This design comes from an exercise in tuning for small area and a short achievable clock period on the open sky130 flow, not from production work.

## fjord
Design mac_unit, start of the top module:
module mac_unit #(
    parameter AW = 16,
    parameter BW = 16,
    parameter ACCW = 40,
    parameter SIGNED = 0
)(
    input  wire clk,
    input  wire rst_n,
    input  wire en,
    input  wire valid_in,
    input  wire [AW-1:0] a,
    input  wire [BW-1:0] b,
    output reg  valid_out,
    output reg  [ACCW-1:0] acc_out
);
Size in the first run: ~1200 cells after synthesis, roughly 120 flip-flops, about 77 I/O pins, about 11000 sq um of cells after synthesis.
clock: 7.0 ns
lec_check: 0
cap_margin: 20
core_margin: 2
core_utilization: 65
cts_buf_list: sky130_fd_sc_hd__clkbuf_4 sky130_fd_sc_hd__clkbuf_8
setup_slack_margin: 3.6
slew_margin: 20
synth_hierarchical: 1
synth_minimum_keep_size: 0
run.sh (not shown) runs the stock make flow with config.mk's settings and CLKGATE_MAP_FILE= SYNTH_SCRIPT=/design/flow/synth_recipe.tcl, a recipe that flattens the netlist after the stock synthesis.
## Diff of input files: ember against fjord
--- a/flow/design.v
+++ b/flow/design.v
@@ -1903,21 +1903,21 @@
   assign ks_s[25] = ~ks_y52 ^ ks_y302;
   assign ks_s[26] = ~ks_y54 ^ ks_y303;
   assign ks_s[27] = ~ks_y56 ^ ks_y304;
   assign ks_s[28] = ~ks_y58 ^ ks_y305;
   assign ks_s[29] = ~ks_y60 ^ ks_y306;
   assign ks_s[30] = ~ks_y62 ^ ks_y307;
   assign ks_s[31] = ~ks_y64 ^ ks_y308;
   assign ks_s[32] = ~ks_y66 ^ ks_y309;
   wire [33:0] lo = ~{ks_y312, ks_s};
   wire [6:0] hi_next;
-  mac_hi #(.N(7)) hi (.acc(acc_out[39:33]), .cn(lo[33]), .sel(en & valid_reg), .rst_n(rst_n), .d(hi_next));
+  mac_hi2 #(.N(7)) hi (.acc(acc_out[39:33]), .cn(lo[33]), .sel(en & valid_reg), .rst_n(rst_n), .d(hi_next));
   wire [32:0] sum = ~lo[32:0];
   always @(posedge clk) begin
     pr <= {c636, p256, c634, s635, c630, s633, c626, s629, s625, c620, s621, c558, c618, s619, c554, s617, c616, s553, s615, c614, s549, s613, c542, c538, s541, s539, c536, s537, c534, s535, c532, s533, c530, s531, c528, s529, c526, s527, c524, c612, s525, c522, s523, c520, s611, s521, c610, s609, c608, s517, s607, c606, s513, s605, c604, s509, c602, s603, c600, s505, s601, c598, s597, c594, s593, c590, s589, c586, s585, c582, s581, c578, s577, c574, s573, s569, p2, p17, p1};
     valid_reg <= valid_in & rst_n;
   end
   always @(posedge clk) begin
     if (!rst_n) begin
       acc_out[32:0] <= 33'd0;
       valid_out <= 1'b0;
     end else begin
@@ -1931,20 +1931,40 @@
 module mac_hi #(parameter N = 7) (
     input  wire [N-1:0] acc,
     input  wire cn,        
     input  wire sel,       
     input  wire rst_n,
     output wire [N-1:0] d
 );
   wire [N-1:0] inc = acc + 1'b1;
   assign d = !rst_n ? {N{1'b0}} : (sel & ~cn) ? inc : acc;
 endmodule
+module mac_hi2 #(parameter N = 7) (
+    input  wire [N-1:0] acc,
+    input  wire cn,        
+    input  wire sel,       
+    input  wire rst_n,
+    output wire [N-1:0] d
+);
+  wire [N-1:0] inc = acc + 1'b1;
+  wire [N-1:0] xn = ~(!rst_n ? {N{1'b0}} : sel ? inc : acc);
+  wire [N-1:0] yn = ~(!rst_n ? {N{1'b0}} : acc);
+  genvar i;
+  generate
+    for (i = 0; i < N; i = i + 1) begin : m
+      mac_muxi mx (.s(cn), .d0(xn[i]), .d1(yn[i]), .y(d[i]));
+    end
+  endgenerate
+endmodule
+module mac_muxi (input wire s, input wire d0, input wire d1, output wire y);
+  assign y = ~(s ? d1 : d0);
+endmodule
 module mac_fa (input wire a, input wire b, input wire ci,
                output wire s, output wire co);
   assign s = a ^ b ^ ci;
   assign co = (a & b) | (a & ci) | (b & ci);
 endmodule
 module mac_hai (input wire a, input wire b, output wire s, output wire co);
   mac_xnor x0 (.a(a), .b(b), .y(s));
   mac_or o0 (.a(a), .b(b), .y(co));
 endmodule
 module mac_xnor (input wire a, input wire b, output wire y);
### Flow results
- ember reached the final stage; the timing, design-rule and antenna checks on its layout passed.
- ember ended up with met5 as its highest routing layer actually used; fjord ended up with met4.
- The register area was comparable across fjord and ember.
- In ember relative to fjord, post-route met1 wirelength had gone down slightly.
- Measured against each other, fjord and ember differ in post-route worst hold slack, the lower figure coming from ember.
- Re layout overhead on the synthesized area: fjord was higher than ember.
Function was not checked in any run of this note: the RTL went through the layout flow alone.

==> re-timing with driven ports <==
Ports are ideal in the flow. The routed layouts listed here were re-timed in OpenROAD. Step 1, drivers: a clkbuf_16 drives clk and a buf_2 each remaining input, both assumed. Step 2, shift: input delay + t, output delay - t, t = (earliest + latest rising clock arrival at the registers) / 2. This alone moves slack from input paths to output paths. Slacks: ideal ports / drivers / drivers and shift; pairs: ideal ports / drivers.
| run | t, ns | setup WS [ns] | worst hold slack (ns) |
|---|---|---|---|
| fjord | 0.475 | 3.540 / 3.540 / 3.143 | 0.499 / 0.499 / 0.499 |
| ember | 0.487 | 3.637 / 3.639 / 3.152 | 0.495 / 0.495 / 0.495 |
After both steps setup and hold are still met in every run listed. The setup slack of ember, which loses most, moves by +0.002 ns with the drivers and by -0.485 ns with both steps.
